What follows belongs to an exercise in optimizing a design on an open flow for small area; a production flow would make more cautious choices.
Function was checked by simulation only, so behaviour that the tests miss may differ from the original.
Power and IR drop assume default switching activity.

$ cat config.mk
export PLATFORM = sky130hd
export DESIGN_NAME = uvc_app
export DESIGN_NICKNAME = uvc_app
export VERILOG_FILES = /design/flow/design.v
export SDC_FILE = /design/flow/constraint.sdc
export NUM_CORES = 4
export LEC_CHECK = 0
export CAP_MARGIN = 20
export CORE_MARGIN = 2
export CORE_UTILIZATION = 40
export SLEW_MARGIN = 20
$ cat constraint.sdc
create_clock -name core_clock -period 12.5 [get_ports {clk}]
set_input_delay 2.5000 -clock core_clock [delete_from_list [all_inputs] [get_ports {clk}]]
set_output_delay 2.5000 -clock core_clock [all_outputs]
set_load 0.01 [all_outputs]
$ cat design.v
module frame
(
    input              CLK_I     ,        
    input              RST_I     ,        
    input              FIFO_AFULL_I,     
    input              FIFO_EMPTY_I,     
    input              SOF_I     ,       
    output [7:0]       DATA_O    ,       
    output             DVAL_O            
);
localparam HERADER_LEN = 12;
localparam WIDTH  = 480 ; 
localparam HEIGHT = 320; 
localparam PAYLOAD_SIZE = ((3) * (1024));
localparam FRAME_SIZE = WIDTH * HEIGHT * 2;
reg sof_d0;
reg sof_d1;
wire sof_rise;
always @(posedge CLK_I or posedge RST_I) begin
    if (RST_I) begin
        sof_d0 <= 1'b0;
        sof_d1 <= 1'b0;
    end
    else begin
        sof_d0 <= SOF_I;
        sof_d1 <= sof_d0;
    end
end
assign sof_rise = (sof_d0)&(~sof_d1);
reg [10:0] sofCounts;
reg [10:0] sofCounts_reg;
reg [3:0] sof_1ms;
always @(posedge CLK_I or posedge RST_I) begin
    if (RST_I) begin
        sofCounts <= 11'd0;
        sof_1ms <= 4'd0;
    end
    else begin
        if (sof_rise) begin
            if (sof_1ms >= 4'd7) begin
                sof_1ms <= 4'd0;
            end
            else begin
                sof_1ms <= sof_1ms + 4'd1;
            end
        end
        if ((sof_rise)&&(sof_1ms == 3'd7)) begin
            sofCounts <= sofCounts + 'd1;
        end
    end
end
reg [31:0] pts;
reg [31:0] pts_reg;
always @(posedge CLK_I or posedge RST_I) begin
    if (RST_I) begin
        pts <= 32'd0;
    end
    else begin
        pts <= pts + 32'd1;
    end
end
reg [7:0] frame;
reg [15:0] byte_cnt;
reg [11:0] color_cnt;
reg [31:0] expectPixels;
reg frame_valid;
reg [7:0] dout;
reg       dval;
reg [15:0] sof_cnt;
assign DATA_O = dout;
assign DVAL_O = dval;
reg [7:0] moving_pixel;
always @(posedge CLK_I or posedge RST_I) begin
    if (RST_I) begin
        frame_valid <= 1'b0;
        dout <= 8'd0;
        dval <= 1'd0;
        byte_cnt <= 16'd0;
        color_cnt <= 12'd0;
        expectPixels <= 32'd0;
        frame <= 8'h0C;
        pts_reg <= 32'd0;
        sofCounts_reg <= 11'd0;
        moving_pixel <= 8'd0;
    end
    else begin
        if (frame_valid) begin
            if(FIFO_AFULL_I == 1'b0) begin
                dval <= 1'b1;
                if (byte_cnt >= PAYLOAD_SIZE - 1'b1) begin
                    byte_cnt <= 16'd0;
                end
                else begin
                    byte_cnt <= byte_cnt + 16'd1;
                end
                case (byte_cnt)
                    16'd0 : dout <= HERADER_LEN;
                    16'd1 : 
                        if (expectPixels >= FRAME_SIZE - PAYLOAD_SIZE - 12 - 1'b1) begin
                            dout <= frame|8'h02;
                        end
                        else begin
                            dout <= frame;
                        end
                    16'd2 : dout <= pts_reg[7:0];      
                    16'd3 : dout <= pts_reg[15:8];     
                    16'd4 : dout <= pts_reg[23:16];    
                    16'd5 : dout <= pts_reg[31:24];    
                    16'd6 : dout <= pts_reg[7:0];      
                    16'd7 : dout <= pts_reg[15:8];     
                    16'd8 : dout <= pts_reg[23:16];    
                    16'd9 : dout <= pts_reg[31:24];    
                    16'd10 : dout <= sofCounts[7:0];             
                    16'd11 : dout <= {5'd0,sofCounts[10:8]};     
                    default : begin
                        if (color_cnt >= 12'd480 - 1) begin
                            color_cnt <= 12'd0;
                        end
                        else begin
                            color_cnt <= color_cnt + 4'd1;
                        end
                        if (expectPixels >= FRAME_SIZE - 1'b1) begin
                            frame_valid <= 1'b0;
                            expectPixels <= 32'd0;
                            frame <= {frame[7:1],frame[0]^1'b1};
                        end
                        else begin
                            expectPixels <= expectPixels + 1'b1;
                        end
                        if (color_cnt < 12'd80 - moving_pixel) begin  
                            case (byte_cnt[1:0])
                                2'd0 : dout <= 8'h20;
                                2'd1 : dout <= 8'h60;
                                2'd2 : dout <= 8'h20;
                                2'd3 : dout <= 8'hDC;
                            endcase
                        end
                        else if (color_cnt < 12'd160 - moving_pixel) begin  
                            case (byte_cnt[1:0])
                                2'd0 : dout <= 8'h00; 
                                2'd1 : dout <= 8'h00; 
                                2'd2 : dout <= 8'h00; 
                                2'd3 : dout <= 8'h00; 
                            endcase
                        end
                        else if (color_cnt < 12'd240 - moving_pixel) begin  
                            case (byte_cnt[1:0])
                                2'd0 : dout <= 8'h10; 
                                2'd1 : dout <= 8'hD0; 
                                2'd2 : dout <= 8'h10; 
                                2'd3 : dout <= 8'h70; 
                            endcase
                        end
                        else if (color_cnt < 12'd320 - moving_pixel) begin  
                            case (byte_cnt[1:0])
                                2'd0 : dout <= 8'h20; 
                                2'd1 : dout <= 8'h60; 
                                2'd2 : dout <= 8'h20; 
                                2'd3 : dout <= 8'hDC; 
                            endcase
                        end
                        else if (color_cnt < 12'd400 - moving_pixel) begin  
                            case (byte_cnt[1:0])
                                2'd0 : dout <= 8'h00; 
                                2'd1 : dout <= 8'h00; 
                                2'd2 : dout <= 8'h00; 
                                2'd3 : dout <= 8'h00; 
                            endcase
                        end
                        else if (color_cnt < 12'd480 - moving_pixel) begin  
                            case (byte_cnt[1:0])
                                2'd0 : dout <= 8'h10; 
                                2'd1 : dout <= 8'hD0; 
                                2'd2 : dout <= 8'h10; 
                                2'd3 : dout <= 8'h70; 
                            endcase
                        end
                        else begin
                            case (byte_cnt[1:0])
                                2'd0 : dout <= 8'h20;
                                2'd1 : dout <= 8'h60;
                                2'd2 : dout <= 8'h20;
                                2'd3 : dout <= 8'hDC;
                            endcase
                        end
                    end
                endcase
            end
            else begin
                dval <= 1'b0;
            end
        end
        else if ((sof_cnt == 16'd0)&&(sof_rise)) begin
            if (FIFO_EMPTY_I) begin
                if (color_cnt >= 480) begin
                    color_cnt <= 12'd4;
                end
                else if (color_cnt >= 476) begin
                    color_cnt <= 12'd0;
                end
                else begin
                    color_cnt <= color_cnt + 12'd4;
                end
                frame_valid <= 1'b1;
                pts_reg <= pts;
                sofCounts_reg <= sofCounts;
            end
            byte_cnt <= 16'd0;
            expectPixels <= 32'd0;
            dout <= 8'd0;
            dval <= 1'd0;
        end
        else begin
            byte_cnt <= 16'd0;
            expectPixels <= 32'd0;
            dout <= 8'd0;
            dval <= 1'd0;
        end
    end
end
always @(posedge CLK_I or posedge RST_I) begin
    if (RST_I) begin
        sof_cnt <= 16'd0;
    end
    else begin
        if (sof_rise) begin
            if (sof_cnt >= 103) begin
                sof_cnt <= 16'd0;
            end
            else begin
                sof_cnt <= sof_cnt + 16'd1;
            end
        end
    end
end
endmodule
module usb_desc #(
        parameter VENDORID = 16'h0403, 
        parameter PRODUCTID = 16'h6010, 
        parameter VERSIONBCD = 16'h0100, 
        parameter VENDORSTR = "Gowinsemi",
        parameter VENDORSTR_LEN = 9, 
        parameter PRODUCTSTR = "Gowin USB Video",
        parameter PRODUCTSTR_LEN = 15, 
        parameter SERIALSTR = "Blank string",
        parameter SERIALSTR_LEN = 0,
        parameter HSSUPPORT = 0,
        parameter SELFPOWERED = 0
)
(
        input        CLK                  ,
        input        RESET                ,
        input  [9:0] i_descrom_raddr        ,
        output [7:0] o_descrom_rdat         ,
        output [9:0] o_desc_dev_addr        ,
        output [7:0] o_desc_dev_len         ,
        output [9:0] o_desc_qual_addr       ,
        output [7:0] o_desc_qual_len        ,
        output [9:0] o_desc_fscfg_addr      ,
        output [7:0] o_desc_fscfg_len       ,
        output [9:0] o_desc_hscfg_addr      ,
        output [7:0] o_desc_hscfg_len       ,
        output [9:0] o_desc_oscfg_addr      ,
        output [9:0] o_desc_strlang_addr    ,
        output [9:0] o_desc_strvendor_addr  ,
        output [7:0] o_desc_strvendor_len   ,
        output [9:0] o_desc_strproduct_addr ,
        output [7:0] o_desc_strproduct_len  ,
        output [9:0] o_desc_strserial_addr  ,
        output [7:0] o_desc_strserial_len   ,
        output       o_descrom_have_strings
);
    localparam  DESC_DEV_ADDR         = 0;
    localparam  DESC_DEV_LEN          = 18;
    localparam  DESC_QUAL_ADDR        = 20;
    localparam  DESC_QUAL_LEN         = 10;
    localparam  DESC_FSCFG_ADDR       = 32;
    localparam  DESC_FSCFG_LEN        = 174;
    localparam  DESC_HSCFG_ADDR       = DESC_FSCFG_ADDR;
    localparam  DESC_HSCFG_LEN        = DESC_FSCFG_LEN;
    localparam  DESC_OSCFG_ADDR       = DESC_HSCFG_ADDR + DESC_HSCFG_LEN;
    localparam  DESC_OSCFG_LEN        = 13;
    localparam  DESC_STRLANG_ADDR     = DESC_OSCFG_ADDR + DESC_OSCFG_LEN;
    localparam  DESC_STRVENDOR_ADDR   = DESC_STRLANG_ADDR + 4;
    localparam  DESC_STRVENDOR_LEN    = 2 + 2*VENDORSTR_LEN;
    localparam  DESC_STRPRODUCT_ADDR  = DESC_STRVENDOR_ADDR + DESC_STRVENDOR_LEN;
    localparam  DESC_STRPRODUCT_LEN   = 2 + 2*PRODUCTSTR_LEN;
    localparam  DESC_STRSERIAL_ADDR   = DESC_STRPRODUCT_ADDR + DESC_STRPRODUCT_LEN;
    localparam  DESC_STRSERIAL_LEN    = 2 + 2*SERIALSTR_LEN;
    localparam  DESC_END_ADDR         = DESC_STRSERIAL_ADDR + DESC_STRSERIAL_LEN;
    assign  o_desc_dev_addr        = DESC_DEV_ADDR        ;
    assign  o_desc_dev_len         = DESC_DEV_LEN         ;
    assign  o_desc_qual_addr       = DESC_QUAL_ADDR       ;
    assign  o_desc_qual_len        = DESC_QUAL_LEN        ;
    assign  o_desc_fscfg_addr      = DESC_FSCFG_ADDR      ;
    assign  o_desc_fscfg_len       = DESC_FSCFG_LEN       ;
    assign  o_desc_hscfg_addr      = DESC_HSCFG_ADDR      ;
    assign  o_desc_hscfg_len       = DESC_HSCFG_LEN       ;
    assign  o_desc_oscfg_addr      = DESC_OSCFG_ADDR      ;
    assign  o_desc_strlang_addr    = DESC_STRLANG_ADDR    ;
    assign  o_desc_strvendor_addr  = DESC_STRVENDOR_ADDR  ;
    assign  o_desc_strvendor_len   = DESC_STRVENDOR_LEN   ;
    assign  o_desc_strproduct_addr = DESC_STRPRODUCT_ADDR ;
    assign  o_desc_strproduct_len  = DESC_STRPRODUCT_LEN  ;
    assign  o_desc_strserial_addr  = DESC_STRSERIAL_ADDR  ;
    assign  o_desc_strserial_len   = DESC_STRSERIAL_LEN   ;
    localparam descrom_have_strings = (VENDORSTR_LEN > 0 || PRODUCTSTR_LEN > 0 || SERIALSTR_LEN > 0);
    localparam descrom_len = (HSSUPPORT || descrom_have_strings)?((descrom_have_strings)? DESC_END_ADDR : DESC_OSCFG_ADDR + DESC_OSCFG_LEN) : DESC_FSCFG_ADDR + DESC_FSCFG_LEN;
    assign o_descrom_have_strings = descrom_have_strings;
    localparam [31:0] C_ADDITIONAL_PACKET = (2);
    localparam [31:0] C_FRAME_INTERVAL = (10000000/78);
    localparam [31:0] C_HEIGHT = 320;
    localparam [31:0] C_MAX_BIT_RATE = ((480 * 320 * 16 / 8) * 78 * 8);
    localparam [31:0] C_MAX_FRAME_SIZE = (480 * 320 * 16 / 8);
    localparam [31:0] C_MIN_BIT_RATE = ((480 * 320 * 16 / 8) * 1 * 8);
    localparam [31:0] C_PACKET_SIZE = (1024);
    localparam [31:0] C_WIDTH = 480;
    reg [7:0] descrom [0 : descrom_len-1];
    integer i;
    integer z;
    always @(posedge CLK or posedge RESET)
      if(RESET) begin
        descrom[0]  <= 8'h12; 
        descrom[1]  <= 8'h01  ; 
        descrom[2]  <= (HSSUPPORT)? 8'h00 :8'h10; 
        descrom[3]  <= (HSSUPPORT)? 8'h02 :8'h01;
        descrom[4]  <= 8'hEF; 
        descrom[5]  <= 8'h02; 
        descrom[6]  <= 8'h01; 
        descrom[7]  <= 8'h40; 
        descrom[8]  <= VENDORID[7 : 0]; 
        descrom[9]  <= VENDORID[15 :8];
        descrom[10] <= PRODUCTID[7 :0]; 
        descrom[11] <= PRODUCTID[15 :8];
        descrom[12] <= VERSIONBCD[7 : 0]; 
        descrom[13] <= VERSIONBCD[15 : 8];
        descrom[14] <= (VENDORSTR_LEN > 0)?  8'h01: 8'h00; 
        descrom[15] <= (PRODUCTSTR_LEN > 0)? 8'h02: 8'h00; 
        descrom[16] <= (SERIALSTR_LEN > 0)?  8'h03: 8'h00; 
        descrom[17] <= 8'h01;                   
        descrom[18] <= 8'h00;
        descrom[19] <= 8'h00;
        descrom[DESC_QUAL_ADDR + 0] <= 8'h0a; 
        descrom[DESC_QUAL_ADDR + 1] <= 8'h06; 
        descrom[DESC_QUAL_ADDR + 2] <= 8'h00;
        descrom[DESC_QUAL_ADDR + 3] <= 8'h02; 
        descrom[DESC_QUAL_ADDR + 4] <= 8'h01; 
        descrom[DESC_QUAL_ADDR + 5] <= 8'h00; 
        descrom[DESC_QUAL_ADDR + 6] <= 8'h00; 
        descrom[DESC_QUAL_ADDR + 7] <= 8'h40; 
        descrom[DESC_QUAL_ADDR + 8] <= 8'h00; 
        descrom[DESC_QUAL_ADDR + 9] <= 8'h00; 
        descrom[DESC_QUAL_ADDR + 10] <= 8'h00;
        descrom[DESC_QUAL_ADDR + 11] <= 8'h00;
        descrom[DESC_FSCFG_ADDR + 0] <= 8'h09; 
        descrom[DESC_FSCFG_ADDR + 1] <= 8'h02  ; 
        descrom[DESC_FSCFG_ADDR + 2] <= DESC_FSCFG_LEN[7:0]; 
        descrom[DESC_FSCFG_ADDR + 3] <= DESC_FSCFG_LEN[15:8]; 
        descrom[DESC_FSCFG_ADDR + 4] <= 8'h02; 
        descrom[DESC_FSCFG_ADDR + 5] <= 8'h01; 
        descrom[DESC_FSCFG_ADDR + 6] <= 8'h00; 
        descrom[DESC_FSCFG_ADDR + 7] <= (SELFPOWERED)? 8'hc0 : 8'h80;  
        descrom[DESC_FSCFG_ADDR + 8] <= 8'hFA; 
        descrom[DESC_FSCFG_ADDR + 9 + 0]  <= 8'h08; 
        descrom[DESC_FSCFG_ADDR + 9 + 1] <= 8'h0B  ; 
        descrom[DESC_FSCFG_ADDR + 9 + 2] <= 8'h00; 
        descrom[DESC_FSCFG_ADDR + 9 + 3] <= 8'h02; 
        descrom[DESC_FSCFG_ADDR + 9 + 4] <= 8'h0E; 
        descrom[DESC_FSCFG_ADDR + 9 + 5] <= 8'h03; 
        descrom[DESC_FSCFG_ADDR + 9 + 6] <= 8'h00; 
        descrom[DESC_FSCFG_ADDR + 9 + 7] <= 8'h02; 
        descrom[DESC_FSCFG_ADDR + 17 + 0] <= 8'h09; 
        descrom[DESC_FSCFG_ADDR + 17 + 1] <= 8'h04  ; 
        descrom[DESC_FSCFG_ADDR + 17 + 2] <= 8'h00; 
        descrom[DESC_FSCFG_ADDR + 17 + 3] <= 8'h00; 
        descrom[DESC_FSCFG_ADDR + 17 + 4] <= 8'h01; 
        descrom[DESC_FSCFG_ADDR + 17 + 5] <= 8'h0E; 
        descrom[DESC_FSCFG_ADDR + 17 + 6] <= 8'h01; 
        descrom[DESC_FSCFG_ADDR + 17 + 7] <= 8'h00; 
        descrom[DESC_FSCFG_ADDR + 17 + 8] <= 8'h02; 
        descrom[DESC_FSCFG_ADDR + 26 + 0] <= 8'h0D; 
        descrom[DESC_FSCFG_ADDR + 26 + 1] <= 8'h24; 
        descrom[DESC_FSCFG_ADDR + 26 + 2] <= 8'h01; 
        descrom[DESC_FSCFG_ADDR + 26 + 3] <= 8'h10; 
        descrom[DESC_FSCFG_ADDR + 26 + 4] <= 8'h01; 
        descrom[DESC_FSCFG_ADDR + 26 + 5] <= 8'h28; 
        descrom[DESC_FSCFG_ADDR + 26 + 6] <= 8'h00; 
        descrom[DESC_FSCFG_ADDR + 26 + 7] <=  8'h00; 
        descrom[DESC_FSCFG_ADDR + 26 + 8] <=  8'h87; 
        descrom[DESC_FSCFG_ADDR + 26 + 9] <=  8'h93; 
        descrom[DESC_FSCFG_ADDR + 26 + 10] <= 8'h03; 
        descrom[DESC_FSCFG_ADDR + 26 + 11] <= 8'h01; 
        descrom[DESC_FSCFG_ADDR + 26 + 12] <= 8'h01; 
        descrom[DESC_FSCFG_ADDR + 39 + 0] <= 8'h12; 
        descrom[DESC_FSCFG_ADDR + 39 + 1] <= 8'h24; 
        descrom[DESC_FSCFG_ADDR + 39 + 2] <= 8'h02; 
        descrom[DESC_FSCFG_ADDR + 39 + 3] <= 8'h01; 
        descrom[DESC_FSCFG_ADDR + 39 + 4] <= 8'h01; 
        descrom[DESC_FSCFG_ADDR + 39 + 5] <= 8'h02; 
        descrom[DESC_FSCFG_ADDR + 39 + 6] <= 8'h00; 
        descrom[DESC_FSCFG_ADDR + 39 + 7] <= 8'h00; 
        descrom[DESC_FSCFG_ADDR + 39 + 8] <= 8'h00; 
        descrom[DESC_FSCFG_ADDR + 39 + 9] <= 8'h00; 
        descrom[DESC_FSCFG_ADDR + 39 + 10] <= 8'h00; 
        descrom[DESC_FSCFG_ADDR + 39 + 11] <= 8'h00; 
        descrom[DESC_FSCFG_ADDR + 39 + 12] <= 8'h00; 
        descrom[DESC_FSCFG_ADDR + 39 + 13] <= 8'h00; 
        descrom[DESC_FSCFG_ADDR + 39 + 14] <= 8'h03; 
        descrom[DESC_FSCFG_ADDR + 39 + 15] <= 8'h00; 
        descrom[DESC_FSCFG_ADDR + 39 + 16] <= 8'h00; 
        descrom[DESC_FSCFG_ADDR + 39 + 17] <= 8'h00; 
        descrom[DESC_FSCFG_ADDR + 57 + 0] <= 8'h09; 
        descrom[DESC_FSCFG_ADDR + 57 + 1] <= 8'h24; 
        descrom[DESC_FSCFG_ADDR + 57 + 2] <= 8'h03; 
        descrom[DESC_FSCFG_ADDR + 57 + 3] <= 8'h02; 
        descrom[DESC_FSCFG_ADDR + 57 + 4] <= 8'h01; 
        descrom[DESC_FSCFG_ADDR + 57 + 5] <= 8'h01; 
        descrom[DESC_FSCFG_ADDR + 57 + 6] <= 8'h00; 
        descrom[DESC_FSCFG_ADDR + 57 + 7] <= 8'h01; 
        descrom[DESC_FSCFG_ADDR + 57 + 8] <= 8'h00; 
        descrom[DESC_FSCFG_ADDR + 66 + 0] <= 8'h07; 
        descrom[DESC_FSCFG_ADDR + 66 + 1] <= 8'h05  ; 
        descrom[DESC_FSCFG_ADDR + 66 + 2] <= (8'h01   | 8'h80); 
        descrom[DESC_FSCFG_ADDR + 66 + 3] <= 8'h03; 
        descrom[DESC_FSCFG_ADDR + 66 + 4] <= 8'h40; 
        descrom[DESC_FSCFG_ADDR + 66 + 5] <= 8'h00; 
        descrom[DESC_FSCFG_ADDR + 66 + 6] <= 8'h09; 
        descrom[DESC_FSCFG_ADDR + 73 + 0] <= 8'h05; 
        descrom[DESC_FSCFG_ADDR + 73 + 1] <= 8'h25; 
        descrom[DESC_FSCFG_ADDR + 73 + 2] <= 8'h03; 
        descrom[DESC_FSCFG_ADDR + 73 + 3] <= 8'h40; 
        descrom[DESC_FSCFG_ADDR + 73 + 4] <= 8'h00; 
        descrom[DESC_FSCFG_ADDR + 78 + 0] <= 8'h09; 
        descrom[DESC_FSCFG_ADDR + 78 + 1] <= 8'h04  ; 
        descrom[DESC_FSCFG_ADDR + 78 + 2] <= 8'h01; 
        descrom[DESC_FSCFG_ADDR + 78 + 3] <= 8'h00; 
        descrom[DESC_FSCFG_ADDR + 78 + 4] <= 8'h00; 
        descrom[DESC_FSCFG_ADDR + 78 + 5] <= 8'h0E; 
        descrom[DESC_FSCFG_ADDR + 78 + 6] <= 8'h02; 
        descrom[DESC_FSCFG_ADDR + 78 + 7] <= 8'h00; 
        descrom[DESC_FSCFG_ADDR + 78 + 8] <= 8'h00; 
        descrom[DESC_FSCFG_ADDR + 87 + 0] <= 8'h0E; 
        descrom[DESC_FSCFG_ADDR + 87 + 1] <= 8'h24; 
        descrom[DESC_FSCFG_ADDR + 87 + 2] <= 8'h01; 
        descrom[DESC_FSCFG_ADDR + 87 + 3] <= 8'h01; 
        descrom[DESC_FSCFG_ADDR + 87 + 4] <= 8'h47; 
        descrom[DESC_FSCFG_ADDR + 87 + 5] <= 8'h00; 
        descrom[DESC_FSCFG_ADDR + 87 + 6] <= (8'h02   | 8'h80); 
        descrom[DESC_FSCFG_ADDR + 87 + 7] <= 8'h00; 
        descrom[DESC_FSCFG_ADDR + 87 + 8] <= 8'h02; 
        descrom[DESC_FSCFG_ADDR + 87 + 9] <= 8'h01; 
        descrom[DESC_FSCFG_ADDR + 87 + 10] <= 8'h00; 
        descrom[DESC_FSCFG_ADDR + 87 + 11] <= 8'h00; 
        descrom[DESC_FSCFG_ADDR + 87 + 12] <= 8'h01; 
        descrom[DESC_FSCFG_ADDR + 87 + 13] <= 8'h00; 
        descrom[DESC_FSCFG_ADDR + 101 + 0] <= 8'h1B; 
        descrom[DESC_FSCFG_ADDR + 101 + 1] <= 8'h24; 
        descrom[DESC_FSCFG_ADDR + 101 + 2] <= 8'h04; 
        descrom[DESC_FSCFG_ADDR + 101 + 3] <= 8'h01; 
        descrom[DESC_FSCFG_ADDR + 101 + 4] <= 8'h01; 
        descrom[DESC_FSCFG_ADDR + 101 + 5 ] <= 8'h59; 
        descrom[DESC_FSCFG_ADDR + 101 + 6 ] <= 8'h55; 
        descrom[DESC_FSCFG_ADDR + 101 + 7 ] <= 8'h59; 
        descrom[DESC_FSCFG_ADDR + 101 + 8 ] <= 8'h32; 
        descrom[DESC_FSCFG_ADDR + 101 + 9 ] <= 8'h00; 
        descrom[DESC_FSCFG_ADDR + 101 + 10] <= 8'h00; 
        descrom[DESC_FSCFG_ADDR + 101 + 11] <= 8'h10; 
        descrom[DESC_FSCFG_ADDR + 101 + 12] <= 8'h00; 
        descrom[DESC_FSCFG_ADDR + 101 + 13] <= 8'h80; 
        descrom[DESC_FSCFG_ADDR + 101 + 14] <= 8'h00; 
        descrom[DESC_FSCFG_ADDR + 101 + 15] <= 8'h00; 
        descrom[DESC_FSCFG_ADDR + 101 + 16] <= 8'hAA; 
        descrom[DESC_FSCFG_ADDR + 101 + 17] <= 8'h00; 
        descrom[DESC_FSCFG_ADDR + 101 + 18] <= 8'h38; 
        descrom[DESC_FSCFG_ADDR + 101 + 19] <= 8'h9B; 
        descrom[DESC_FSCFG_ADDR + 101 + 20] <= 8'h71; 
        descrom[DESC_FSCFG_ADDR + 101 + 21] <= 16; 
        descrom[DESC_FSCFG_ADDR + 101 + 22] <= 8'h01; 
        descrom[DESC_FSCFG_ADDR + 101 + 23] <= 8'h00; 
        descrom[DESC_FSCFG_ADDR + 101 + 24] <= 8'h00; 
        descrom[DESC_FSCFG_ADDR + 101 + 25] <= 8'h00; 
        descrom[DESC_FSCFG_ADDR + 101 + 26] <= 8'h00; 
        descrom[DESC_FSCFG_ADDR + 128 + 0 ] <= 8'h1E; 
        descrom[DESC_FSCFG_ADDR + 128 + 1 ] <= 8'h24; 
        descrom[DESC_FSCFG_ADDR + 128 + 2 ] <= 8'h05; 
        descrom[DESC_FSCFG_ADDR + 128 + 3 ] <= 8'h01; 
        descrom[DESC_FSCFG_ADDR + 128 + 4 ] <= 8'h01; 
        descrom[DESC_FSCFG_ADDR + 128 + 5 ] <= C_WIDTH[7:0]; 
        descrom[DESC_FSCFG_ADDR + 128 + 6 ] <= C_WIDTH[15:8]; 
        descrom[DESC_FSCFG_ADDR + 128 + 7 ] <= C_HEIGHT[7:0]; 
        descrom[DESC_FSCFG_ADDR + 128 + 8 ] <= C_HEIGHT[15:8]; 
        descrom[DESC_FSCFG_ADDR + 128 + 9 ] <= C_MIN_BIT_RATE[7:0]; 
        descrom[DESC_FSCFG_ADDR + 128 + 10] <= C_MIN_BIT_RATE[15:8]; 
        descrom[DESC_FSCFG_ADDR + 128 + 11] <= C_MIN_BIT_RATE[23:16]; 
        descrom[DESC_FSCFG_ADDR + 128 + 12] <= C_MIN_BIT_RATE[31:24]; 
        descrom[DESC_FSCFG_ADDR + 128 + 13] <= C_MAX_BIT_RATE[7:0]; 
        descrom[DESC_FSCFG_ADDR + 128 + 14] <= C_MAX_BIT_RATE[15:8]; 
        descrom[DESC_FSCFG_ADDR + 128 + 15] <= C_MAX_BIT_RATE[23:16]; 
        descrom[DESC_FSCFG_ADDR + 128 + 16] <= C_MAX_BIT_RATE[31:24]; 
        descrom[DESC_FSCFG_ADDR + 128 + 17] <= C_MAX_FRAME_SIZE[7:0]; 
        descrom[DESC_FSCFG_ADDR + 128 + 18] <= C_MAX_FRAME_SIZE[15:8]; 
        descrom[DESC_FSCFG_ADDR + 128 + 19] <= C_MAX_FRAME_SIZE[23:16]; 
        descrom[DESC_FSCFG_ADDR + 128 + 20] <= C_MAX_FRAME_SIZE[31:24]; 
        descrom[DESC_FSCFG_ADDR + 128 + 21] <= C_FRAME_INTERVAL[7:0]; 
        descrom[DESC_FSCFG_ADDR + 128 + 22] <= C_FRAME_INTERVAL[15:8]; 
        descrom[DESC_FSCFG_ADDR + 128 + 23] <= C_FRAME_INTERVAL[23:16]; 
        descrom[DESC_FSCFG_ADDR + 128 + 24] <= C_FRAME_INTERVAL[31:24]; 
        descrom[DESC_FSCFG_ADDR + 128 + 25] <= 8'h01; 
        descrom[DESC_FSCFG_ADDR + 128 + 26] <= C_FRAME_INTERVAL[7:0]; 
        descrom[DESC_FSCFG_ADDR + 128 + 27] <= C_FRAME_INTERVAL[15:8]; 
        descrom[DESC_FSCFG_ADDR + 128 + 28] <= C_FRAME_INTERVAL[23:16]; 
        descrom[DESC_FSCFG_ADDR + 128 + 29] <= C_FRAME_INTERVAL[31:24]; 
        descrom[DESC_FSCFG_ADDR + 158 + 0] <= 8'h09; 
        descrom[DESC_FSCFG_ADDR + 158 + 1] <= 8'h04  ; 
        descrom[DESC_FSCFG_ADDR + 158 + 2] <= 8'h01; 
        descrom[DESC_FSCFG_ADDR + 158 + 3] <= 8'h01; 
        descrom[DESC_FSCFG_ADDR + 158 + 4] <= 8'h01; 
        descrom[DESC_FSCFG_ADDR + 158 + 5] <= 8'h0E; 
        descrom[DESC_FSCFG_ADDR + 158 + 6] <= 8'h02; 
        descrom[DESC_FSCFG_ADDR + 158 + 7] <= 8'h00; 
        descrom[DESC_FSCFG_ADDR + 158 + 8] <= 8'h00; 
        descrom[DESC_FSCFG_ADDR + 167 + 0] <= 8'h07; 
        descrom[DESC_FSCFG_ADDR + 167 + 1] <= 8'h05  ; 
        descrom[DESC_FSCFG_ADDR + 167 + 2] <= (8'h02   | 8'h80); 
        descrom[DESC_FSCFG_ADDR + 167 + 3] <= 8'h05; 
        descrom[DESC_FSCFG_ADDR + 167 + 4] <= C_PACKET_SIZE[7:0]; 
        descrom[DESC_FSCFG_ADDR + 167 + 5] <= {3'd0,C_ADDITIONAL_PACKET[1:0],C_PACKET_SIZE[10:8]}; 
        descrom[DESC_FSCFG_ADDR + 167 + 6] <= 8'h01; 
        descrom[DESC_OSCFG_ADDR + 0]  <= 8'h07;
        descrom[DESC_OSCFG_ADDR + 1]  <= 8'h00; 
        descrom[DESC_OSCFG_ADDR + 2]  <= 8'h00;
        descrom[DESC_OSCFG_ADDR + 3]  <= 8'h00; 
        descrom[DESC_OSCFG_ADDR + 4]  <= 8'h00; 
        descrom[DESC_OSCFG_ADDR + 5]  <= 8'h00; 
        descrom[DESC_OSCFG_ADDR + 6]  <= 8'h00; 
        descrom[DESC_OSCFG_ADDR + 7]  <= 8'h00; 
        descrom[DESC_OSCFG_ADDR + 8]  <= 8'h00; 
        descrom[DESC_OSCFG_ADDR + 9]  <= 8'h00; 
        descrom[DESC_OSCFG_ADDR + 10] <= 8'h00;
        descrom[DESC_OSCFG_ADDR + 11] <= 8'h00; 
        descrom[DESC_OSCFG_ADDR + 12] <= 8'h00; 
        if(descrom_len > DESC_STRLANG_ADDR)begin
            descrom[DESC_STRLANG_ADDR + 0] <= 8'h04;                 
            descrom[DESC_STRLANG_ADDR + 1] <= 8'h03;                 
            descrom[DESC_STRLANG_ADDR + 2] <= 8'h09;
            descrom[DESC_STRLANG_ADDR + 3] <= 8'h04;          
            descrom[DESC_STRVENDOR_ADDR + 0] <= 2 + 2*VENDORSTR_LEN;
            descrom[DESC_STRVENDOR_ADDR + 1] <= 8'h03;
            for(i = 0; i < VENDORSTR_LEN; i = i + 1) begin
                for(z = 0; z < 8; z = z + 1) begin
                    descrom[DESC_STRVENDOR_ADDR+ 2*i + 2][z] <= VENDORSTR[(VENDORSTR_LEN - 1 -i)*8+z];
                end
                descrom[DESC_STRVENDOR_ADDR+ 2*i + 3] <= 8'h00;
            end
            descrom[DESC_STRPRODUCT_ADDR + 0] <= 2 + 2*PRODUCTSTR_LEN;
            descrom[DESC_STRPRODUCT_ADDR + 1] <= 8'h03;
            for(i = 0; i < PRODUCTSTR_LEN; i = i + 1) begin
                for(z = 0; z < 8; z = z + 1) begin
                    descrom[DESC_STRPRODUCT_ADDR + 2*i + 2][z] <= PRODUCTSTR[(PRODUCTSTR_LEN - 1 - i)*8+z];
                end
                descrom[DESC_STRPRODUCT_ADDR + 2*i + 3] <= 8'h00;
            end
            descrom[DESC_STRSERIAL_ADDR + 0] <= 2 + 2*SERIALSTR_LEN;
            descrom[DESC_STRSERIAL_ADDR + 1] <= 8'h03;
            for(i = 0; i < SERIALSTR_LEN; i = i + 1) begin
                for(z = 0; z < 8; z = z + 1) begin
                    descrom[DESC_STRSERIAL_ADDR + 2*i + 2][z] <= SERIALSTR[(SERIALSTR_LEN - 1 - i)*8+z];
                end
                descrom[DESC_STRSERIAL_ADDR + 2*i + 3] <= 8'h00;
            end
        end
      end
    assign o_descrom_rdat = descrom[i_descrom_raddr];
endmodule
module uvc_app(
    input         clk,
    input         rst,               
    input         usb_sof_i,
    input         usb_txact_i,
    input         usb_txpop_i,
    input  [7:0]  usb_rxdat_i,
    input         usb_rxval_i,
    input         usb_rxact_i,
    input         usb_setup_i,
    input  [3:0]  usb_endpt_i,
    input  [7:0]  inf_alter_i,
    input  [7:0]  inf_sel_i,
    input         inf_set_i,
    input  [9:0]  descrom_raddr_i,
    input         phy_txvalid_i,
    input  [7:0]  fifo_rdat_i,
    input  [11:0] fifo_wnum_i,
    input         fifo_aempty_i,
    input         fifo_afull_i,
    input         fifo_empty_i,
    output [7:0]  usb_txdat_o,
    output        usb_txval_o,
    output [11:0] usb_txdat_len_o,
    output        usb_txcork_o,
    output [3:0]  usb_txiso_pid_o,
    output [7:0]  inf_alter_o,
    output [7:0]  descrom_rdat_o,
    output [9:0]  desc_dev_addr_o,
    output [7:0]  desc_dev_len_o,
    output [9:0]  desc_qual_addr_o,
    output [7:0]  desc_qual_len_o,
    output [9:0]  desc_fscfg_addr_o,
    output [7:0]  desc_fscfg_len_o,
    output [9:0]  desc_hscfg_addr_o,
    output [7:0]  desc_hscfg_len_o,
    output [9:0]  desc_oscfg_addr_o,
    output [9:0]  desc_strlang_addr_o,
    output [9:0]  desc_strvendor_addr_o,
    output [7:0]  desc_strvendor_len_o,
    output [9:0]  desc_strproduct_addr_o,
    output [7:0]  desc_strproduct_len_o,
    output [9:0]  desc_strserial_addr_o,
    output [7:0]  desc_strserial_len_o,
    output        desc_have_strings_o,
    output [7:0]  fifo_wdat_o,
    output        fifo_wren_o,
    output        fifo_rden_o,
    output        LED,
    output [5:0]  GPIO
);
wire        PHY_CLKOUT = clk;
wire        RESET_IN   = rst;
wire        PHY_TXVALID = phy_txvalid_i;
wire [7:0]  usb_txdat;
wire        usb_txval;
reg  [11:0] txdat_len;
reg         usb_txcork;
wire        usb_txpop    = usb_txpop_i;
wire        usb_txact    = usb_txact_i;
wire [7:0]  usb_rxdat    = usb_rxdat_i;
wire        usb_rxact    = usb_rxact_i;
wire        usb_rxval    = usb_rxval_i;
wire [3:0]  endpt_sel    = usb_endpt_i;
wire        setup_active = usb_setup_i;
wire        usb_sof      = usb_sof_i;
wire [7:0]  fifo_rdat    = fifo_rdat_i;
wire [11:0] fifo_wnum    = fifo_wnum_i;
wire        fifo_afull   = fifo_afull_i;
wire        fifo_aempty  = fifo_aempty_i;
wire        fifo_empty   = fifo_empty_i;
wire [7:0]  frame_data;
wire        frame_dval;
reg  [7:0]  endpt0_dat;
reg         endpt0_send;
reg  [3:0]  iso_pid_data;
reg  [7:0]  interface0_alter;
reg  [7:0]  interface1_alter;
wire [7:0]  interface_alter_i;
wire [7:0]  interface_alter_o = inf_alter_i;
wire [7:0]  interface_sel     = inf_sel_i;
wire        interface_update  = inf_set_i;
assign usb_txdat_o     = usb_txdat;
assign usb_txval_o     = usb_txval;
assign usb_txdat_len_o = txdat_len;
assign usb_txcork_o    = usb_txcork;
assign usb_txiso_pid_o = iso_pid_data;
assign inf_alter_o     = interface_alter_i;
assign fifo_wdat_o     = frame_data;
assign fifo_wren_o     = frame_dval;
assign fifo_rden_o     = usb_txact&usb_txpop&(endpt_sel==4'd2);
reg [31:0] led_cnt;
assign LED = (led_cnt >= 10000);
always@(posedge PHY_CLKOUT, posedge RESET_IN) begin
    if (RESET_IN) begin
        led_cnt <= 31'd0;
    end
    else if (led_cnt >= 16'd60000000) begin
        led_cnt <= 31'd0;
    end
    else begin
        led_cnt <= led_cnt + 1'd1;
    end
end
reg [7:0] dect;
always@(posedge PHY_CLKOUT, posedge RESET_IN) begin
    if (RESET_IN) begin
         dect <= 'd0;
    end
    else begin
        if (PHY_TXVALID) begin
            dect <= 'd0;
        end
        else begin
            dect <= dect + 1'd1;
        end
    end
end
assign usb_txdat = (endpt_sel == 4'd0) ? endpt0_dat[7:0] : fifo_rdat[7:0];
assign usb_txval = (endpt_sel == 4'd0) ? endpt0_send : 1'b0;
frame u_frame
(
     .CLK_I       (PHY_CLKOUT)
    ,.RST_I       (RESET_IN  )
    ,.FIFO_AFULL_I(fifo_afull)
    ,.FIFO_EMPTY_I(fifo_empty)
    ,.SOF_I       (usb_sof   )
    ,.DATA_O      (frame_data)
    ,.DVAL_O      (frame_dval)
);
reg txact_d0;
reg txact_d1;
wire txact_rise;
wire txact_fall;
assign txact_rise = txact_d0&(~txact_d1);
assign txact_fall = txact_d1&(~txact_d0);
always@(posedge PHY_CLKOUT, posedge RESET_IN) begin
    if (RESET_IN) begin
        txact_d0 <= 1'b0;
        txact_d1 <= 1'b0;
    end
    else begin
        txact_d0 <= usb_txact;
        txact_d1 <= txact_d0;
    end
end
reg sof_d0;
reg sof_d1;
wire sof_rise;
assign sof_rise = sof_d0&(~sof_d1);
always@(posedge PHY_CLKOUT, posedge RESET_IN) begin
    if (RESET_IN) begin
        sof_d0 <= 1'b0;
        sof_d1 <= 1'b0;
    end
    else begin
        sof_d0 <= usb_sof;
        sof_d1 <= sof_d0;
    end
end
reg [15:0] sof_dly_cnt;
wire tx_dual_flag;
assign GPIO[0] = dect>=150;
assign GPIO[1] = usb_txact&usb_txpop&(endpt_sel==4'd2);
assign GPIO[2] = frame_dval;
assign GPIO[3] = usb_txact;
assign GPIO[4] = tx_dual_flag;
assign GPIO[5] = (sof_dly_cnt>=8000);
always@(posedge PHY_CLKOUT, posedge RESET_IN) begin
    if (RESET_IN) begin
        sof_dly_cnt <= 16'd0;
    end
    else begin
        if (sof_rise) begin
            sof_dly_cnt <= 16'd0;
        end
        else  begin
            sof_dly_cnt <= sof_dly_cnt + 16'd1;
        end
    end
end
reg [15:0] tx_width_cnt;
always@(posedge PHY_CLKOUT, posedge RESET_IN) begin
    if (RESET_IN) begin
        tx_width_cnt <= 16'd0;
    end
    else begin
        if (txact_fall&&(endpt_sel==4'd2)) begin
            tx_width_cnt <= 16'd0;
        end
        else if (usb_txact&&(endpt_sel==4'd2)) begin
            tx_width_cnt <= 16'd0;
        end
        else begin
            if (iso_pid_data == 4'b1011) begin
                tx_width_cnt <= tx_width_cnt + 16'd1;
            end
        end
    end
end
assign tx_dual_flag = (tx_width_cnt>350)&fifo_afull;
always@(posedge PHY_CLKOUT, posedge RESET_IN) begin
    if (RESET_IN) begin
        txdat_len <= 12'd34;
        usb_txcork <= 1'b0;
    end
    else if (usb_txact) begin
        if (endpt_sel == 0) begin
            txdat_len <= 12'd0;  
        end
        else begin
            txdat_len <= txdat_len;
        end
    end
    else begin
        if (endpt_sel == 0) begin
            txdat_len <= 12'd34;  
            usb_txcork <= 1'b0;
        end
        else if (endpt_sel == 4'd2) begin
            if (fifo_afull) begin
                txdat_len <= 12'd1024;
                usb_txcork <= 1'b0;
            end
            else begin
                if (frame_dval) begin
                    usb_txcork <= 1'b1;
                    txdat_len <= 12'd0;
                end
                else if (fifo_empty) begin
                    usb_txcork <= 1'b1;
                    txdat_len <= 12'd0;
                end
                else if (fifo_aempty) begin
                    usb_txcork <= 1'b0;
                    txdat_len <= fifo_wnum;
                end
                else begin
                    usb_txcork <= 1'b0;
                    txdat_len <= 12'd1024; 
                end
            end
        end
        else begin
            txdat_len <= 12'd0;
            usb_txcork <= 1'b1;
        end
    end
end
always @(posedge PHY_CLKOUT) begin
    if(RESET_IN) begin
        iso_pid_data <= 4'b0111; 
    end
    else begin
        if (usb_sof) begin
            if (fifo_afull) begin
                iso_pid_data <= 4'b0111; 
            end
            else if (fifo_aempty) begin
                iso_pid_data <= 4'b0011; 
            end
            else begin
                iso_pid_data <= 4'b1011; 
            end
        end
        else if (txact_fall&&(endpt_sel==4'd2)) begin
            iso_pid_data <= (iso_pid_data == 4'b0111) ? 4'b1011 : ((iso_pid_data == 4'b1011) ? 4'b0011 : iso_pid_data); 
        end
    end
end
assign interface_alter_i = (interface_sel == 0) ?  interface0_alter :
                           (interface_sel == 1) ?  interface1_alter : 8'd0;
always@(posedge PHY_CLKOUT, posedge RESET_IN   ) begin
    if (RESET_IN) begin
        interface0_alter <= 'd0;
        interface1_alter <= 'd0;
    end
    else begin
        if (interface_update) begin
            if (interface_sel == 0) begin
                interface0_alter <= interface_alter_o;
            end
            else if (interface_sel == 1) begin
                interface1_alter <= interface_alter_o;
            end
        end
    end
end
usb_desc
#(
         .VENDORID    (16'h33AA)
        ,.PRODUCTID   (16'h0200)
        ,.VERSIONBCD  (16'h0200)
        ,.HSSUPPORT   (1)
        ,.SELFPOWERED (0)
)
u_usb_desc (
         .CLK                    (PHY_CLKOUT            )
        ,.RESET                  (RESET_IN              )
        ,.i_descrom_raddr        (descrom_raddr_i       )
        ,.o_descrom_rdat         (descrom_rdat_o        )
        ,.o_desc_dev_addr        (desc_dev_addr_o       )
        ,.o_desc_dev_len         (desc_dev_len_o        )
        ,.o_desc_qual_addr       (desc_qual_addr_o      )
        ,.o_desc_qual_len        (desc_qual_len_o       )
        ,.o_desc_fscfg_addr      (desc_fscfg_addr_o     )
        ,.o_desc_fscfg_len       (desc_fscfg_len_o      )
        ,.o_desc_hscfg_addr      (desc_hscfg_addr_o     )
        ,.o_desc_hscfg_len       (desc_hscfg_len_o      )
        ,.o_desc_oscfg_addr      (desc_oscfg_addr_o     )
        ,.o_desc_strlang_addr    (desc_strlang_addr_o   )
        ,.o_desc_strvendor_addr  (desc_strvendor_addr_o )
        ,.o_desc_strvendor_len   (desc_strvendor_len_o  )
        ,.o_desc_strproduct_addr (desc_strproduct_addr_o)
        ,.o_desc_strproduct_len  (desc_strproduct_len_o )
        ,.o_desc_strserial_addr  (desc_strserial_addr_o )
        ,.o_desc_strserial_len   (desc_strserial_len_o  )
        ,.o_descrom_have_strings (desc_have_strings_o   )
);
reg  [15:0] bmHint                  ;
reg  [ 7:0] bFormatIndex            ;
reg  [ 7:0] bFrameIndex             ;
reg  [31:0] dwFrameInterval         ;
reg  [15:0] wKeyFrameRate           ;
reg  [15:0] wPFrameRate             ;
reg  [15:0] wCompQuality            ;
reg  [15:0] wCompWindowSize         ;
reg  [15:0] wDelay                  ;
reg  [31:0] dwMaxVideoFrameSize     ;
reg  [31:0] dwMaxPayloadTransferSize;
reg  [31:0] dwClockFrequency        ;
reg  [ 7:0] bmFramingInfo           ;
reg  [ 7:0] bPreferedVersion        ;
reg  [ 7:0] bMinVersion             ;
reg  [ 7:0] bMaxVersion             ;
reg  [ 7:0] bmRequestType;
reg  [ 7:0] bRequest     ;
reg  [15:0] wValue       ;
reg  [15:0] wIndex       ;
reg  [15:0] wLength      ;
reg  [ 7:0] sub_stage    ;
reg  [ 7:0] stage        ;
always @(posedge PHY_CLKOUT,posedge RESET_IN) begin
    if (RESET_IN) begin
        stage <= 8'd0;
        sub_stage <= 8'd0;
        endpt0_send <= 1'd0;
        endpt0_dat  <= 8'd0;
        bmRequestType <= 8'd0;
        bRequest      <= 8'd0;
        wValue        <= 16'd0;
        wIndex        <= 16'd0;
        wLength       <= 16'd0;
        bmHint                   <= 0;
        bFormatIndex             <= 8'h01;
        bFrameIndex              <= 8'h01;
        dwFrameInterval          <= 333333; 
        wKeyFrameRate            <= 0;
        wPFrameRate              <= 0;
        wCompQuality             <= 0;
        wCompWindowSize          <= 0;
        wDelay                   <= 0;
        dwMaxVideoFrameSize      <= (480 * 320 * 16 / 8);
        dwMaxPayloadTransferSize <= 32'd1024; 
        dwClockFrequency         <= 60000000;
        bmFramingInfo            <= 0;
        bPreferedVersion         <= 0;
        bMinVersion              <= 0;
        bMaxVersion              <= 0;
    end
    else begin
        if (setup_active) begin
            if (usb_rxval) begin
                case (stage)
                    8'd0 : begin
                        bmRequestType <= usb_rxdat;
                        stage <= stage + 8'd1;
                        sub_stage <= 8'd0;
                        endpt0_send <= 1'd0;
                    end
                    8'd1 : begin
                        bRequest <= usb_rxdat;
                        stage <= stage + 8'd1;
                    end
                    8'd2 : begin
                        wValue[7:0] <= usb_rxdat;
                        stage <= stage + 8'd1;
                    end
                    8'd3 : begin
                        wValue[15:8] <= usb_rxdat;
                        stage <= stage + 8'd1;
                    end
                    8'd4 : begin
                        stage <= stage + 8'd1;
                        wIndex[7:0] <= usb_rxdat;
                    end
                    8'd5 : begin
                        stage <= stage + 8'd1;
                        wIndex[15:8] <= usb_rxdat;
                    end
                    8'd6 : begin
                        if ((bRequest == 8'h81)||(bRequest == 8'h87)) begin
                            if (wIndex[7:0] == 8'h01) begin  
                                if (wValue[15:8] == 8'h01) begin
                                    endpt0_send <= 1'd1;
                                end
                            end
                        end
                        wLength[7:0] <= usb_rxdat;
                        stage <= stage + 8'd1;
                    end
                    8'd7 : begin
                        wLength[15:8] <= usb_rxdat;
                        stage <= stage + 8'd1;
                        sub_stage <= 8'd0;
                    end
                    8'd8 : begin
                        ;
                    end
                endcase
            end
        end
        else if (bRequest == 8'h01) begin
            stage <= 8'd0;
            if (wIndex[7:0] == 8'h01) begin
                if (wValue[15:8] == 8'h01) begin
                    if ((usb_rxact)&&(endpt_sel == 4'd0)) begin
                        if (usb_rxval) begin
                            sub_stage <= sub_stage + 8'd1;
                            case (sub_stage)
                                8'd0 :
                                    bmHint[7:0] <= usb_rxdat;
                                8'd1 :
                                    bmHint[15:8] <= usb_rxdat;
                                8'd2 :
                                    bFormatIndex[7:0] <= usb_rxdat;
                                8'd3 :
                                    bFrameIndex[7:0] <= usb_rxdat;
                                8'd4 :
                                    dwFrameInterval[7:0]  <= usb_rxdat;
                                8'd5 :
                                    dwFrameInterval[15:8] <= usb_rxdat;
                                8'd6 :
                                    dwFrameInterval[23:16] <= usb_rxdat;
                                8'd7 :
                                    dwFrameInterval[31:24] <= usb_rxdat;
                                8'd8 :
                                    wKeyFrameRate[7:0] <= usb_rxdat;
                                8'd9 :
                                    wKeyFrameRate[15:8] <= usb_rxdat;
                                8'd10 :
                                    wPFrameRate[7:0] <= usb_rxdat;
                                8'd11 :
                                    wPFrameRate[15:8]<= usb_rxdat;
                                8'd12 :
                                    wCompQuality[7:0] <= usb_rxdat;
                                8'd13 :
                                    wCompQuality[15:8] <= usb_rxdat;
                                8'd14 :
                                    wCompWindowSize[7:0] <= usb_rxdat;
                                8'd15 :
                                    wCompWindowSize[15:8] <= usb_rxdat;
                                8'd16 :
                                    wDelay[7:0] <= usb_rxdat;
                                8'd17 :
                                    wDelay[15:8] <= usb_rxdat;
                                8'd18 :
                                    dwMaxVideoFrameSize[7:0]  <= usb_rxdat;
                                8'd19 :
                                    dwMaxVideoFrameSize[15:8] <= usb_rxdat;
                                8'd20 :
                                    dwMaxVideoFrameSize[23:16] <= usb_rxdat;
                                8'd21 :
                                    dwMaxVideoFrameSize[31:24] <= usb_rxdat;
                                8'd22 :
                                    ; 
                                8'd23 :
                                    ; 
                                8'd24 :
                                    ; 
                                8'd25 :
                                    ; 
                                8'd26 :
                                    dwClockFrequency[7:0]  <= usb_rxdat;
                                8'd27 :
                                    dwClockFrequency[15:8] <= usb_rxdat;
                                8'd28 :
                                    dwClockFrequency[23:16] <= usb_rxdat;
                                8'd29 :
                                    dwClockFrequency[31:24] <= usb_rxdat;
                                8'd30 :
                                    bmFramingInfo[7:0] <= usb_rxdat;
                                8'd31 :
                                    bPreferedVersion[7:0] <= usb_rxdat;
                                8'd32 :
                                    bMinVersion[7:0] <= usb_rxdat;
                                8'd33 :
                                    bMaxVersion[7:0] <= usb_rxdat;
                                default : ;
                            endcase
                        end
                    end
                    else begin
                        sub_stage <= 8'd0;
                    end
                end
            end
        end
        else if ((bRequest == 8'h81)||(bRequest == 8'h87)) begin
            stage <= 8'd0;
            if (wIndex[7:0] == 8'h01) begin
                if (wValue[15:8] == 8'h01) begin
                    if ((usb_txact)&&(endpt_sel == 4'd0)) begin
                        if (endpt0_send == 1'b1) begin
                            if (usb_txpop) begin
                                sub_stage <= sub_stage + 8'd1;
                                if (sub_stage == 12'd33) begin
                                    endpt0_send <= 1'd0;
                                end
                                case (sub_stage)
                                    8'd0 :
                                        endpt0_dat <= bmHint[15:8];
                                    8'd1 :
                                        endpt0_dat <= bFormatIndex[7:0];
                                    8'd2 :
                                        endpt0_dat <= bFrameIndex[7:0];
                                    8'd3 :
                                        endpt0_dat <= dwFrameInterval[7:0];
                                    8'd4 :
                                        endpt0_dat <= dwFrameInterval[15:8];
                                    8'd5 :
                                        endpt0_dat <= dwFrameInterval[23:16];
                                    8'd6 :
                                        endpt0_dat <= dwFrameInterval[31:24];
                                    8'd7 :
                                        endpt0_dat <= wKeyFrameRate[7:0];
                                    8'd8 :
                                        endpt0_dat <= wKeyFrameRate[15:8];
                                    8'd9 :
                                        endpt0_dat <= wPFrameRate[7:0];
                                    8'd10 :
                                        endpt0_dat <= wPFrameRate[15:8];
                                    8'd11 :
                                        endpt0_dat <= wCompQuality[7:0];
                                    8'd12 :
                                        endpt0_dat <= wCompQuality[15:8];
                                    8'd13 :
                                        endpt0_dat <= wCompWindowSize[7:0];
                                    8'd14 :
                                        endpt0_dat <= wCompWindowSize[15:8];
                                    8'd15 :
                                        endpt0_dat <= wDelay[7:0];
                                    8'd16 :
                                        endpt0_dat <= wDelay[15:8];
                                    8'd17 :
                                        endpt0_dat <= dwMaxVideoFrameSize[7:0];
                                    8'd18 :
                                        endpt0_dat <= dwMaxVideoFrameSize[15:8];
                                    8'd19 :
                                        endpt0_dat <= dwMaxVideoFrameSize[23:16];
                                    8'd20 :
                                        endpt0_dat <= dwMaxVideoFrameSize[31:24];
                                    8'd21 :
                                        endpt0_dat <= dwMaxPayloadTransferSize[7:0];
                                    8'd22 :
                                        endpt0_dat <= dwMaxPayloadTransferSize[15:8];
                                    8'd23 :
                                        endpt0_dat <= dwMaxPayloadTransferSize[23:16];
                                    8'd24 :
                                        endpt0_dat <= dwMaxPayloadTransferSize[31:24];
                                    8'd25 :
                                        endpt0_dat <= dwClockFrequency[7:0];
                                    8'd26 :
                                        endpt0_dat <= dwClockFrequency[15:8];
                                    8'd27 :
                                        endpt0_dat <= dwClockFrequency[23:16];
                                    8'd28 :
                                        endpt0_dat <= dwClockFrequency[31:24];
                                    8'd29 :
                                        endpt0_dat <= bmFramingInfo[7:0];
                                    8'd30 :
                                        endpt0_dat <= bPreferedVersion[7:0];
                                    8'd31 :
                                        endpt0_dat <= bMinVersion[7:0];
                                    8'd32 :
                                        endpt0_dat <=  bMaxVersion[7:0];
                                    default : ;
                                endcase
                            end
                            else if (sub_stage == 8'd0) begin
                                endpt0_dat <= bmHint[7:0];
                            end
                        end
                    end
                    else begin
                        sub_stage <= 8'd0;
                    end
                end
            end
        end
        else begin
             stage <= 8'd0;
             sub_stage <= 8'd0;
        end
    end
end
endmodule
$ cat run.sh
#!/bin/bash
# synth_recipe.tcl (not shown) runs the flow's synth.tcl, then flattens the netlist and writes it again
# the make line also repeats each setting of config.mk as NAME=value (left out here)
make -C /OpenROAD-flow-scripts/flow DESIGN_CONFIG=/design/flow/config.mk WORK_HOME=/design/flow/orfs CLKGATE_MAP_FILE= SYNTH_SCRIPT=/design/flow/synth_recipe.tcl finish
==> notes.md <==
final hold violation count=0; width of the die=between 200 and 300 um; max_cap viols=0; layout cells sized above 1=0.181; CP endpoint kind=output pin; hpwl dp=around 61000 um; setup bufs post-CTS=0; global route overflow=0; TritonCTS buffer count=between 60 and 70; hold_sp=txact_d0; Post-DRT Antenna Nets=0; first-pass GRT wire length=139000 um; DRC=0; number of flip-flops under the largest register name=64; Die Ht=approximately 280 um; Mapped Cells=2936; Initial Util=0.404; DP Area=31800 um^2; Reg area=about 14000 um^2; Cell Chain, Critical Path=clkdlybuf4s50_1 > nor2_1 > buf_4 > nand2_1 > nor4_1 > a31oi_2 > nand2_1 > or4_1 > or4_1 > or4b_1 > clkdlybuf4s50_1; Worst slew margin=0.230; Root Buffer=clkbuf_16; clk buf depth=3; R2R setup slack=8.41 ns; Crit Path Max Fanout=19; synthesized flop and latch total=about 560; hold buffer count at CTS=0; unique cell type count in the Yosys netlist=99; Worst Path Arrival=between 7 and 8 ns; vias in the first global route=about 24000; status=finished clean; Worst path max stage delay=~1.1 ns; CP required=roughly 10 ns; mean routed wirelength per cell=approximately 22 um; I/O Pins=277; final WL=about 90000 um; Max VDD drop=87.7 uV; Fmax achieved=105 MHz; main flop type after synthesis=dfrtp_1; FP Rows=100; Hold Crit Depth=0; RSZ-0062 raised after global routing=no; gpl congestion=0.942; CP max stage cell=clkdlybuf4s50_1; GRT Total Usage=0.229; yosys warns=5; class of the tightest hold or removal check=reg2reg; Initial DRC Count=between 2000 and 2500; Multi-input gate area=14600 um^2; WS Path Type=in2out; PD cells=roughly 130 nW/um^2; Final #Nets=between 3000 and 4000; Mean Syn Cell Area=about 10 um^2; Final Setup Violations=0; Antenna Cells=0; P&R area growth vs syn=12.7%; CP Launch Type=primary input; clock latency on the worst-skew pair=~0.61 ns; Slew Viols, Final=0; port bufs=between 100 and 150; P_leak=between 0.015 and 0.02 uW; H-tree levels=3; Reg-to-Reg End=endpt0_dat[3]; synthesized area=approximately 30000 um^2; Final Instance Area=34000 um^2; die area=77600 um^2; Post-Route Skew=0.0320 ns; Async SR Flop Fraction=0.996; post-route clock period utilization=0.764; drt pass-1 iters=6; Tightest Pin Transition=between 1 and 1.5 ns; initial antenna violation count=2; core area=roughly 75000 um^2; CTS tree=built; clk sinks=roughly 560; Final TNS setup=0 ns; Worst R2R Path Depth=9; post-synthesis sequential area ratio=0.467; Final min period=9.55 ns; clk slew on worst S/H paths=around 0.06 ns; WHS Endpoint=txact_d1; fill cell count=between 6000 and 7000; Vias=about 24000; Post-synth EDFFs=0; RR Startpoint=sub_stage[2]; largest net degree at the start of global routing=approximately 160; Via density=5.86; CTS resizes=0
## Yosys cell counts (all sizes together), types with 10 or more instances
library cell | instances | area [um^2]
dfrtp | 534 | 13400
mux2 | 329 | 3700
nor2 | 241 | 910
nand2 | 197 | 757
buf | 193 | 1420
clkbuf | 134 | 513
o21ai | 118 | 591
nand3 | 116 | 591
a21oi | 92 | 460
nor3 | 75 | 450
and3 | 56 | 350
a22oi | 55 | 418
xnor2 | 51 | 447
nand4 | 50 | 313
xor2 | 44 | 385
inv | 42 | 158
nor2b | 40 | 250
and2 | 37 | 236
nor4 | 37 | 231
a31oi | 36 | 231
o22ai | 32 | 200
ha | 31 | 388
mux2i | 30 | 300
a22o | 27 | 236
o31ai | 27 | 203
dfstp | 26 | 683
nand2b | 26 | 165
or3 | 19 | 119
a32oi | 15 | 131
a221oi | 13 | 114
a211oi | 10 | 75.1
a222oi | 10 | 100
nor4b | 10 | 87.6
o211ai | 10 | 75.1
## per-layer routing
metal,global-route usage,part of all wire,up-vias
li1,-,-,10500
met2,0.364,0.46,972
met4,0.0928,0.039,2
met1,0.311,0.43,11900
met3,0.0366,0.070,242
met5,0,0.00018,-
## worst max-delay path, delay by kind of cell
family          cells  cell delay [ns]
simple gates        7             2.35
compound gates      1             0.35
buf+inv             3             1.84
## kinds of logic (layout without fill, tap and decap cells)
logic type | count (synthesis) | after routing | synth area share
AO/OA/AOI/OAI | 541 | 541 | 0.122
XOR/XNOR | 95 | 95 | 0.0276
adder cells (fa/ha/maj) | 31 | 31 | 0.0129
buffers and inverters | 370 | 340 | 0.0693
flip-flops | 562 | 562 | 0.467
multiplexers | 359 | 359 | 0.133
other | 2 | 165 | 0.000249
AND/OR/NAND/NOR | 976 | 976 | 0.168
## area by class of cell
class                      count  share of cell area
clock buffer                 104              0.0584
sequential                   562               0.415
inverter                      43             0.00486
clock inverter                14             0.00626
tap                          969              0.0357
timing repair buffer         179              0.0493
multi-input combinational   2167               0.431
## how the worst max path moves through the flow
stage	from	cells past startpoint	endpoint	slack, ns
detailed placement	descrom_raddr_i[3]	11	descrom_rdat_o[2]	3.02
global route	descrom_raddr_i[3]	11	descrom_rdat_o[2]	2.85
finish	descrom_raddr_i[3]	11	descrom_rdat_o[2]	2.95
global placement	descrom_raddr_i[3]	11	descrom_rdat_o[7]	2.92
floorplan	rst	1	bFormatIndex[1]	2.40
CTS	descrom_raddr_i[3]	11	descrom_rdat_o[2]	3.01
## power by group
| group | switching (uW) | internal [uW] |
|---|---|---|
| clock network | 776 | 1160 |
| registers | 95.8 | 1910 |
| logic | 323 | 197 |
| total | 1190 | 3270 |
## layout by cell type (no fill, tap or decap), types with 19 or more instances in the layout
| cell | count |
|---|---|
| a21oi_1 | 91 |
| a22o_1 | 27 |
| a22oi_1 | 54 |
| a31oi_1 | 35 |
| and2_1 | 33 |
| and3_1 | 56 |
| buf_4 | 51 |
| clkbuf_1 | 20 |
| clkbuf_16 | 67 |
| clkdlybuf4s50_1 | 126 |
| conb_1 | 165 |
| dfrtp_1 | 534 |
| dfstp_2 | 26 |
| ha_1 | 31 |
| inv_1 | 41 |
| mux2_2 | 329 |
| mux2i_1 | 30 |
| nand2_1 | 194 |
| nand2b_1 | 25 |
| nand3_1 | 114 |
| nand4_1 | 50 |
| nor2_1 | 239 |
| nor2b_1 | 40 |
| nor3_1 | 60 |
| nor4_1 | 34 |
| o21ai_0 | 117 |
| o22ai_1 | 32 |
| o31ai_1 | 27 |
| or3_1 | 19 |
| xnor2_1 | 51 |
| xor2_1 | 44 |
## through the flow
stage | worst slack (ns) | util | power, uW | instances | hold WS, ns
after global routing | 2.85 | 0.456 | 4660 | 4038 | 0.393
final | 2.95 | 0.456 | 4460 | 4038 | 0.375
after CTS | 3.01 | 0.456 | 4510 | 4038 | 0.381
after detailed placement | 3.02 | 0.426 | 2550 | 3920 | 0.361
after floorplan | 2.40 | - | 2400 | 3099 | 0.345
after global placement | 2.92 | 0.426 | 2530 | 3920 | 0.352

[static timing again, ports no longer ideal]
How much do the figures lean on ideal ports? The routed layout below was timed once more, with nothing changed but the port constraints. Step 1: set_driving_cell puts a clkbuf_16 on clk and a buf_2 on each other input, an assumption about the parent block. Step 2 adds t to the input delays and takes it off the output delays; t is the mean of the earliest and latest rising clock arrival at the registers after step 1. Input paths then give back, and output paths get back, about the clock's delay inside the block. Three values: ideal ports, drivers, drivers and shift; two values: the first two.
shift t [ns]: 0.665
setup slack, ns: 2.948 / 2.916 / 2.916
clock arrival spread, ns: 0.033 / 0.033
After both steps this run still meets setup and hold. The setup slack of this run moves by -0.032 ns with the drivers and by -0.032 ns with both steps.
